Background: an optimization exercise with open tools, aiming at small area. Do not read the settings as production practice. No activity file was given, so power comes from the tool's default toggle rates.

==> v33: inputs <==
## Main
module Main(
	input clk,
	input reset,
	input izq,
	input der,
	input fire,
	input reload,
	output [1:0]red_out,
	output [1:0]green_out,
	output [1:0]blue_out,
	output hsync,
	output vsync,
	output reg [7:0]led,
	output shouldFinish,
	output [3:0]data_sound
	);
	wire [9:0] hcount;
	wire [9:0] vcount;
	wire tickY, tick667, tickX3, tickG, tickS;
	LfsrTimer #(.W(14), .TAPS(14'h2015), .SEED(14'h1), .LAST(14'h28d2)) tY(clk, reset, tickY);     
	LfsrTimer #(.W(10), .TAPS(10'h240), .SEED(10'h1), .LAST(10'h252)) tX(clk, reset, tick667);     
	LfsrTimer #(.W(12), .TAPS(12'h829), .SEED(12'h1), .LAST(12'hfa9)) tX3(clk, reset, tickX3);    
	LfsrTimer #(.W(11), .TAPS(11'h500), .SEED(11'h1), .LAST(11'h213)) tG(clk, reset, tickG);      
	LfsrTimer #(.W(11), .TAPS(11'h500), .SEED(11'h1), .LAST(11'h674)) tS(clk, reset, tickS);      
	reg [4:0] contI;      
	reg [1:0] m3, m4;     
	reg [5:0] c40;        
	reg [4:0] segs;
	wire flipY = tickY && (contI == 5'd29);
	wire tickX1 = tick667 && (m3 == 2'd2);
	wire tickX4 = tick667 && (m4 == 2'd3);
	wire sec = tickS && (c40 == 6'd39);
	assign shouldFinish = (segs == 5'd30);
	wire en = !shouldFinish;
	always @(posedge clk) begin
		if (reset) begin
			contI <= 5'd0;
			m3 <= 2'd0;
			m4 <= 2'd0;
			c40 <= 6'd0;
			segs <= 5'd0;
		end else begin
			if (tickY)
				contI <= flipY ? 5'd0 : contI + 5'd1;
			if (tick667) begin
				m3 <= (m3 == 2'd2) ? 2'd0 : m3 + 2'd1;
				m4 <= m4 + 2'd1;
			end
			if (tickS)
				c40 <= sec ? 6'd0 : c40 + 6'd1;
			if (sec && segs < 5'd30)
				segs <= segs + 5'd1;
		end
	end
	wire [10:0] sv = {vcount[9], vcount};
	wire [10:0] svm40 = sv - 11'd40;
	wire [10:0] svm10 = sv - 11'd10;
	wire [10:0] h11 = {1'b0, hcount};
	wire [10:0] hm8 = h11 - 11'd8;
	wire [11:0] h12 = {2'b00, hcount};
	wire [11:0] hm46 = h12 - 12'd46;
	wire collision1, collision2, collision3, collision4;
	wire draw1, draw2, draw3, draw4;
	wire [11:0] addr1, addr2, addr3, addr4;    
	wire [10:0] nx1, nx2, nx3, nx4;
	wire [9:0] ny1, ny2, ny3, ny4;
	Ducks_Drawer #(.initial_posY(10'sd0),   .initial_posX(-11'sd100), .start_down(1))
		DD (clk, en, reset, collision1, tickX1, tickY, 1'b0, sv, svm40, h12, hm46, addr1, draw1, nx1, ny1);
	Ducks_Drawer #(.initial_posY(10'sd180), .initial_posX(-11'sd200), .start_down(0))
  ...
clock: 20.0 ns
lec_check: 0
cap_margin: 20
core_margin: 2
core_utilization: 40
cts_buf_list: sky130_fd_sc_hd__clkbuf_4
slew_margin: 20
synth_memory_max_bits: 16384
run.sh (not shown) runs the stock make flow with config.mk's settings and CLKGATE_MAP_FILE= SYNTH_SCRIPT=/design/flow/synth_recipe.tcl, a recipe that flattens the netlist after the stock synthesis.
==> v27 (differences from v33) <==
--- a/flow/design.v
+++ b/flow/design.v
@@ -1866,17 +1866,15 @@
 	input en,
 	input reset,
 	input collision,
 	input tickX,
 	input tickY,
 	input flipY,
 	input [10:0] sv,       
-	input [10:0] svm40,    
 	input [11:0] h,        
-	input [11:0] hm46,     
 	output reg [11:0] address,    
 	output reg draw,
 	output signed [10:0] nxt_x,    
 	output signed [9:0] nxt_y
 	);
 	parameter
 		initial_posY = 10'sd150,
@@ -1887,23 +1885,22 @@
 	reg down;           
 	reg shouldStop;
 	wire down_n = down ^ (tickY & (flipY ^ shouldStop));
 	wire [9:0] py_n;
 	RAdd #(10) ay(pos_y, tickY ? {{9{~down_n}}, 1'b1} : 10'd0, 1'b0, py_n);
 	wire stop_n = (tickY ? 1'b0 : shouldStop) | ($signed(py_n) >= 10'sd200) | ($signed(py_n) <= -10'sd40);
 	wire [10:0] px_d;
-	RAdd #(11) ax(pos_x, {11{tickX}}, 1'b0, px_d);
+	RDec #(11) ax(pos_x, tickX, px_d);
 	wire [10:0] px_n = ($signed(px_d) < -11'sd46 || collision) ? 11'sd640 : px_d;
-	wire ge_y0, ge_y1, ge_x0, ge_x1;
-	RGe #(11) cy0(sv, {py_n[9], py_n}, ge_y0);                
-	RGe #(11) cy1(svm40, {py_n[9], py_n}, ge_y1);             
-	RGe #(12) cx0(h, {px_n[10], px_n}, ge_x0);                
-	RGe #(12) cx1(hm46, {px_n[10], px_n}, ge_x1);             
-	wire inY = ge_y0 & ~ge_y1;
-	wire inX = ge_x0 & ~ge_x1;
+	wire [10:0] dy;
+	wire [11:0] dx;
+	RAdd #(11) sy(sv, ~{py_n[9], py_n}, 1'b1, dy);     
+	RAdd #(12) sx(h, ~{px_n[10], px_n}, 1'b1, dx);      
+	wire inY = !dy[10] && dy < 11'd40;
+	wire inX = !dx[11] && dx < 12'd46;
 	wire [5:0] row = address[11:6];
 	wire [5:0] col = address[5:0];
 	wire wrap = (row == 6'd44) && (col == 6'd23);
 	wire eol = (col == 6'd45);
 	wire [5:0] row_i, col_i;
 	RAdd #(6) ar(row, 6'd0, eol, row_i);
 	RAdd #(6) ac(col, 6'd0, 1'b1, col_i);
@@ -1982,78 +1979,92 @@
 module Shot_Builder(
 	input clk,
 	input en,
 	input fire,
 	input reset,
 	input tick,
 	input [9:0] pos_x,
-	input [10:0] h,       
-	input [10:0] hm8,     
-	input [10:0] sv,      
-	input [10:0] svm10,   
-	input [2:0] sel_slot,
+	input [9:0] hcount,
+	input [9:0] vcount,
+	input [9:0] vnext,      
 	output [9:0] sel_y,
 	output [9:0] sel_x,
 	output reg draw
 	);
-	reg [2:0] new_address;
+	reg [2:0] new_place;    
 	reg instantiate;
 	reg shouldInstantiate;
 	reg [7:0] valid;
 	reg [9:0] Y [0:7];
 	reg [9:0] X [0:7];
-	wire adv = instantiate && valid[new_address];
-	wire [2:0] na = adv ? new_address + 3'd1 : new_address;
+	reg [7:0] f0, f1;
+	wire adv = instantiate && valid[new_place];
+	wire [2:0] place_n = adv ? new_place : new_place - 3'd1;    
 	wire launch = !fire && shouldInstantiate;
-	assign sel_y = Y[sel_slot];
-	assign sel_x = X[sel_slot];
+	assign sel_y = Y[0];
+	assign sel_x = X[0];
+	wire n0 = vnext >= 10'd424 && vnext <= 10'd434;
+	wire n1 = vnext >= 10'd423 && vnext <= 10'd433;
+	wire [9:0] y0n;
+	wire [10:0] d0;
+	RAdd #(11) ad0({vnext[9], vnext}, ~{y0n[9], y0n}, 1'b1, d0);    
+	wire r0 = !d0[10] && d0 <= 11'd10;                           
+	wire r1 = (d0 == 11'h7ff) || (!d0[10] && d0 <= 11'd9);       
 	wire [7:0] in_shot;
 	genvar g;
 	generate for (g = 0; g < 8; g = g + 1) begin : slot
-		wire sel = launch && na == g;
-		wire alive = Y[g] != 10'h3f5;    
+		localparam integer N = (g + 1) % 8;    
+		wire [9:0] y = Y[N];
+		wire [9:0] x = X[N];
+		wire v = valid[N];
+		wire a0 = f0[N], a1 = f1[N];
+		wire sel = launch && place_n == g;
+		wire alive = y != 10'h3f5;    
 		wire [9:0] y_d;
-		RAdd #(10) ad(Y[g], 10'h3ff, 1'b0, y_d);
-		wire gx0, gx1, gy0, gy1;
-		RGe #(11) cx0(h, {1'b0, X[g]}, gx0);         
-		RGe #(11) cx1(hm8, {1'b0, X[g]}, gx1);       
-		RGe #(11) cy0(sv, {Y[g][9], Y[g]}, gy0);     
-		RGe #(11) cy1({Y[g][9], Y[g]}, svm10, gy1);  
-		assign in_shot[g] = gx0 & ~gx1 & gy0 & gy1;
-		always @(posedge clk) if (en) begin
-			if (reset) begin
+		RDec #(10) ad(y, 1'b1, y_d);
+		wire [9:0] yn = (en && reset) ? 10'h3f5 : (en && tick && alive) ? y_d : (en && sel) ? 10'd424 : y;
+		wire b0 = (en && reset) ? 1'b0 : (en && tick && alive) ? a1 : (en && sel) ? n0 : a0;
+		wire b1 = (en && reset) ? 1'b0 : (en && tick && alive) ? a1 : (en && sel) ? n1 : a1;
+		if (g == 0) begin : refresh
+			assign y0n = yn;
+		end
+		always @(posedge clk) begin
+			Y[g] <= yn;
+			f0[g] <= (g == 0) ? r0 : b0;
+			f1[g] <= (g == 0) ? r1 : b1;
+			if (en && reset) begin
 				valid[g] <= 1'b0;
-				Y[g] <= 10'h3f5;
 				X[g] <= 10'd0;
+			end else if (en) begin
+				valid[g] <= (tick && !alive) ? 1'b0 : sel | v;
+				X[g] <= sel ? pos_x : x;
 			end else begin
-				if (tick && alive)
-					Y[g] <= y_d;
-				else if (sel)
-					Y[g] <= 10'd424;
-				if (tick && !alive)
-					valid[g] <= 1'b0;
-				else if (sel)
-					valid[g] <= 1'b1;
-				if (sel)
-					X[g] <= pos_x;
+				valid[g] <= v;
+				X[g] <= x;
 			end
 		end
+		wire [9:0] Xc = X[g];
+		wire [10:0] dx;
+		RAdd #(11) sx({1'b0, hcount}, ~{1'b0, Xc}, 1'b1, dx);    
+		wire inX = !dx[10] && dx[9:3] == 7'd0;
+		assign in_shot[g] = inX & f0[g];
 	end endgenerate
-	always @(posedge clk) if (en) begin
-		if (reset) begin
-			new_address <= 3'd0;
+	always @(posedge clk) begin
+		if (en && reset) begin
+			new_place <= 3'd7;
 			instantiate <= 1'b0;
 			shouldInstantiate <= 1'b0;
 			draw <= 1'b0;
-		end else begin
-			new_address <= na;
+		end else if (en) begin
+			new_place <= place_n;
 			instantiate <= launch | (instantiate & !adv);
 			shouldInstantiate <= fire;
 			draw <= |in_shot;
-		end
+		end else
+			new_place <= new_place - 3'd1;
 	end
 endmodule
 `timescale 1ns / 1ps
 module RGe #(parameter W = 8) (
 	input [W-1:0] a,
 	input [W-1:0] b,
 	output ge
@@ -2065,21 +2076,29 @@
 		assign c[i] = (a[i] & ~b[i]) | ((a[i] | ~b[i]) & c[i-1]);
 	end endgenerate
 	assign ge = (~a[W-1] & b[W-1]) | ((~a[W-1] | b[W-1]) & c[W-2]);
 endmodule
 `timescale 1ns / 1ps
 module Collision_Control(
 	input clk,
-	input reset,
-	output [2:0] next_slot
+	input [10:0] nx1, input [9:0] ny1,
+	input [10:0] nx2, input [9:0] ny2,
+	input [10:0] nx3, input [9:0] ny3,
+	input [10:0] nx4, input [9:0] ny4,
+	input [9:0] bullet_y,
+	input [9:0] bullet_x,
+	output collision1,
+	output collision2,
+	output collision3,
+	output collision4
 	);
-	reg [2:0] contador;
-	assign next_slot = contador + 3'd1;
-	always @(posedge clk)
-		contador <= reset ? 3'd0 : next_slot;
+	Comparator C (clk, nx1, ny1, bullet_y, bullet_x, collision1);
+	Comparator C2(clk, nx2, ny2, bullet_y, bullet_x, collision2);
+	Comparator C3(clk, nx3, ny3, bullet_y, bullet_x, collision3);
+	Comparator C4(clk, nx4, ny4, bullet_y, bullet_x, collision4);
 endmodule
 `timescale 1ns / 1ps
 module RAdd #(parameter W = 8) (
 	input [W-1:0] a,
 	input [W-1:0] b,
 	input ci,
 	output [W-1:0] s
@@ -2109,14 +2128,27 @@
 	wire dx_p = !dx[11] && dx[10:4] == 7'd0 && (dx[3:0] <= 4'd8);
 	wire dy_p = !dy[10] && dy[9:4] == 6'd0 && (dy[3:0] <= 4'd10);
 	wire dx_n = dx[11] && (&dx[10:6]) && (dx[5:0] >= 6'd18);
 	wire dy_n = dy[10] && (&dy[9:6]) && (dy[5:0] >= 6'd24);
 	always @(posedge clk)
 		collision <= (dx_p && dy_p) || ((dx_n || dxz) && (dy_n || dyz));
 endmodule
+module RDec #(parameter W = 8) (
+	input [W-1:0] a,
+	input b,
+	output [W-1:0] s
+	);
+	wire [W:0] c;
+	assign c[0] = b;
+	genvar i;
+	generate for (i = 0; i < W; i = i + 1) begin : bit_
+		assign s[i] = a[i] ^ c[i];
+		assign c[i+1] = c[i] & ~a[i];
+	end endgenerate
+endmodule
 `timescale 1ns / 1ps
 module LfsrTimer #(parameter W = 11, parameter [W-1:0] TAPS = 0,
 		parameter [W-1:0] SEED = 1, parameter [W-1:0] LAST = 0) (
 	input clk,
 	input reset,
 	output tick
 	);
@@ -2219,25 +2251,28 @@
 	input draw,
 	output reg [1:0]red_out,
 	output reg [1:0]green_out,
 	output reg [1:0]blue_out,
 	output reg hsync,
 	output reg vsync,
 	output [9:0]hor_count,
-	output [9:0]ver_count
+	output [9:0]ver_count,
+	output [9:0]ver_next     
 	);
 	reg [9:0] hcount;
 	reg [9:0] vcount;
 	reg [5:0] color;
 	assign hor_count = hcount;
 	assign ver_count = vcount;
+	assign ver_next = reset ? 10'd0 : vn;
 	wire hwrap = (hcount == 10'd799);
 	wire vwrap = (vcount == 10'd524);
 	wire [9:0] hn = hwrap ? 10'd0 : hcount + 10'd1;
-	wire [9:0] vn = hwrap ? (vwrap ? 10'd0 : vcount + 10'd1) : vcount;
+	wire [9:0] vn;
+	assign vn = hwrap ? (vwrap ? 10'd0 : vcount + 10'd1) : vcount;
 	wire vis = (hn < 10'd640) && (vn < 10'd480);
 	always @(posedge clk) begin
 		vsync <= !(vn >= 10'd490 && vn < 10'd492);
 		hsync <= !(hn >= 10'd656 && hn < 10'd752);
 		{red_out, green_out, blue_out} <= vis ? color : 6'b0;
 		if (reset) begin
 			hcount <= 10'd0;
@@ -2266,14 +2301,15 @@
 	output vsync,
 	output reg [7:0]led,
 	output shouldFinish,
 	output [3:0]data_sound
 	);
 	wire [9:0] hcount;
 	wire [9:0] vcount;
+	wire [9:0] vnext;
 	wire tickY, tick667, tickX3, tickG, tickS;
 	LfsrTimer #(.W(14), .TAPS(14'h2015), .SEED(14'h1), .LAST(14'h28d2)) tY(clk, reset, tickY);     
 	LfsrTimer #(.W(10), .TAPS(10'h240), .SEED(10'h1), .LAST(10'h252)) tX(clk, reset, tick667);     
 	LfsrTimer #(.W(12), .TAPS(12'h829), .SEED(12'h1), .LAST(12'hfa9)) tX3(clk, reset, tickX3);    
 	LfsrTimer #(.W(11), .TAPS(11'h500), .SEED(11'h1), .LAST(11'h213)) tG(clk, reset, tickG);      
 	LfsrTimer #(.W(11), .TAPS(11'h500), .SEED(11'h1), .LAST(11'h674)) tS(clk, reset, tickS);      
 	reg [4:0] contI;      
@@ -2303,33 +2339,28 @@
 			if (tickS)
 				c40 <= sec ? 6'd0 : c40 + 6'd1;
 			if (sec && segs < 5'd30)
 				segs <= segs + 5'd1;
 		end
 	end
 	wire [10:0] sv = {vcount[9], vcount};
-	wire [10:0] svm40 = sv - 11'd40;
-	wire [10:0] svm10 = sv - 11'd10;
-	wire [10:0] h11 = {1'b0, hcount};
-	wire [10:0] hm8 = h11 - 11'd8;
 	wire [11:0] h12 = {2'b00, hcount};
-	wire [11:0] hm46 = h12 - 12'd46;
 	wire collision1, collision2, collision3, collision4;
 	wire draw1, draw2, draw3, draw4;
 	wire [11:0] addr1, addr2, addr3, addr4;    
 	wire [10:0] nx1, nx2, nx3, nx4;
 	wire [9:0] ny1, ny2, ny3, ny4;
 	Ducks_Drawer #(.initial_posY(10'sd0),   .initial_posX(-11'sd100), .start_down(1))
-		DD (clk, en, reset, collision1, tickX1, tickY, 1'b0, sv, svm40, h12, hm46, addr1, draw1, nx1, ny1);
+		DD (clk, en, reset, collision1, tickX1, tickY, 1'b0, sv, h12, addr1, draw1, nx1, ny1);
 	Ducks_Drawer #(.initial_posY(10'sd180), .initial_posX(-11'sd200), .start_down(0))
-		DD2(clk, en, reset, collision2, tickX1, tickY, 1'b0, sv, svm40, h12, hm46, addr2, draw2, nx2, ny2);
+		DD2(clk, en, reset, collision2, tickX1, tickY, 1'b0, sv, h12, addr2, draw2, nx2, ny2);
 	Ducks_Drawer #(.initial_posY(10'sd110), .initial_posX(-11'sd50),  .start_down(0))
-		DD3(clk, en, reset, collision3, tickX3, tickY, flipY, sv, svm40, h12, hm46, addr3, draw3, nx3, ny3);
+		DD3(clk, en, reset, collision3, tickX3, tickY, flipY, sv, h12, addr3, draw3, nx3, ny3);
 	Ducks_Drawer #(.initial_posY(10'sd70),  .initial_posX(-11'sd400), .start_down(0))
-		DD4(clk, en, reset, collision4, tickX4, tickY, flipY, sv, svm40, h12, hm46, addr4, draw4, nx4, ny4);
+		DD4(clk, en, reset, collision4, tickX4, tickY, flipY, sv, h12, addr4, draw4, nx4, ny4);
 	reg [2:0] bullet_counter;
 	reg fired;
 	wire fire_up = (bullet_counter != 3'd0) && fire;
 	always @(posedge clk) begin
 		if (reset) begin
 			fired <= 1'b0;
 			bullet_counter <= 3'd4;
@@ -2340,24 +2371,19 @@
 			else if (reload)
 				bullet_counter <= 3'd4;
 		end
 	end
 	wire gun_data, gun_draw;
 	wire [9:0] gun_x;
 	Gun g(clk, en, reset, tickG, hcount, vcount, izq, der, bullet_counter, gun_data, gun_draw, gun_x);
-	wire [2:0] next_slot;
-	Collision_Control CC(clk, reset, next_slot);
 	wire [9:0] bullet_y, bullet_x;
 	wire shot_draw;
-	Shot_Builder SB(clk, en, fire_up, reset, tickS, gun_x, h11, hm8, sv, svm10,
-		next_slot, bullet_y, bullet_x, shot_draw);
-	Comparator C (clk, nx1, ny1, bullet_y, bullet_x, collision1);
-	Comparator C2(clk, nx2, ny2, bullet_y, bullet_x, collision2);
-	Comparator C3(clk, nx3, ny3, bullet_y, bullet_x, collision3);
-	Comparator C4(clk, nx4, ny4, bullet_y, bullet_x, collision4);
+	Shot_Builder SB(clk, en, fire_up, reset, tickS, gun_x, hcount, vcount, vnext, bullet_y, bullet_x, shot_draw);
+	Collision_Control CC(clk, nx1, ny1, nx2, ny2, nx3, ny3, nx4, ny4, bullet_y, bullet_x,
+		collision1, collision2, collision3, collision4);
 	wire collisions = collision1 | collision2 | collision3 | collision4;
 	reg hasCollisioned;
 	always @(posedge clk) begin
 		if (reset) begin
 			hasCollisioned <= 1'b0;
 			led <= 8'd0;
 		end else begin
@@ -2383,9 +2409,9 @@
 			temp <= collisions ? clk_g : fire_up ? clk_c : 1'b0;
 	end
 	SineWave rom(address_sineWave, data_sound);
 	wire draw;
 	wire [5:0] data;
 	Control_Drawer CD(clk, draw1, draw2, draw3, draw4, gun_draw, shot_draw,
 		addr1, addr2, addr3, addr4, gun_data, data, draw);
-	VGA_LOGIC vga(clk, reset, data, draw, red_out, green_out, blue_out, hsync, vsync, hcount, vcount);
+	VGA_LOGIC vga(clk, reset, data, draw, red_out, green_out, blue_out, hsync, vsync, hcount, vcount, vnext);
 endmodule
Settings changed: CTS_BUF_LIST sky130_fd_sc_hd__clkbuf_4 to sky130_fd_sc_hd__clkbuf_8, CTS_CLUSTER_DIAMETER set to 50, CTS_CLUSTER_SIZE set to 20.
==> run notes <==
Against v33, the global-route usage of v27 is lower by 3.5 points. First-iteration DRC count: v33 is larger than v27 (91%). Between v33 and v27, the lower critical path depth is in v33 (gap 1). Synthesized area: v33 is higher than v27 (15%). Between v27 and v33, the lower count of clock-buffer cells in the layout is in v27 (gap 144). Sequential share of layout area: v27 is higher than v33 (0.60 points). Final area: v33 is higher than v27 (15%). Against v33, the power of v27 is lower by 17%.
==> figures <==
item	v33	v27
Power per unit of standard cell area	63.7 nW/µm²	60.8 nW/µm²
Leading cell type in the layout, fill and taps excluded	nor2_1	dfxtp_1
Outcome	finished clean	finished clean
Critical Path End	C3.collision	CC.C.collision
Ant diodes	2	1
Non-clk buf share	2.12%	1.66%
Core region area	95,200 µm²	83,200 µm²
Clock sink total	513	525
Post-synth EDFFs	256	82
Clock edge transition at the registers on the reported setup and hold paths	70 ps	90 ps
Tightest Pin Transition	1250 ps	1060 ps
Yosys warns	26	23
Power of the combinational group	472 µW	131 µW
GR Util met2	38.1%	34.1%
Flip-flop and latch power	1170 µW	1100 µW
Total chip power	2670 µW	2210 µW
Overall fraction of global-route tracks in use	24.7%	21.2%
Function was not checked in any run of this note: the RTL went through the layout flow alone.

-- afterwards: timing with drivers on the ports --
The results above use ideal ports. As a check the final layouts listed here were re-extracted and re-timed, cells and wires unchanged. Step 1 sets driving cells, clkbuf_16 on the clock port and buf_2 on the other inputs (assumed; they add their load-dependent delay and slew). Step 2 moves the port delays by t, midway between the first and last clock arrival at a register: inputs arrive t later, outputs are due t later. That takes back most of the time a late clock gives input paths. Three values: no drivers, after step 1, after step 2; two values: the first two.
run	shift t [ns]	setup WS [ns]	worst hold slack (ns)	worst setup path after step 2	cell pins on the clock port's net
v33	1.095	9.040 / 9.040 / 8.758	0.436 / 0.436 / 0.436	input to register	1
v27	0.740	10.274 / 10.274 / 9.617	0.374 / 0.374 / 0.374	input to register	1
After both steps every run listed still meets setup and hold. The setup slack of v27, which loses most, moves by 0.000 ns with the drivers and by -0.657 ns with both steps.
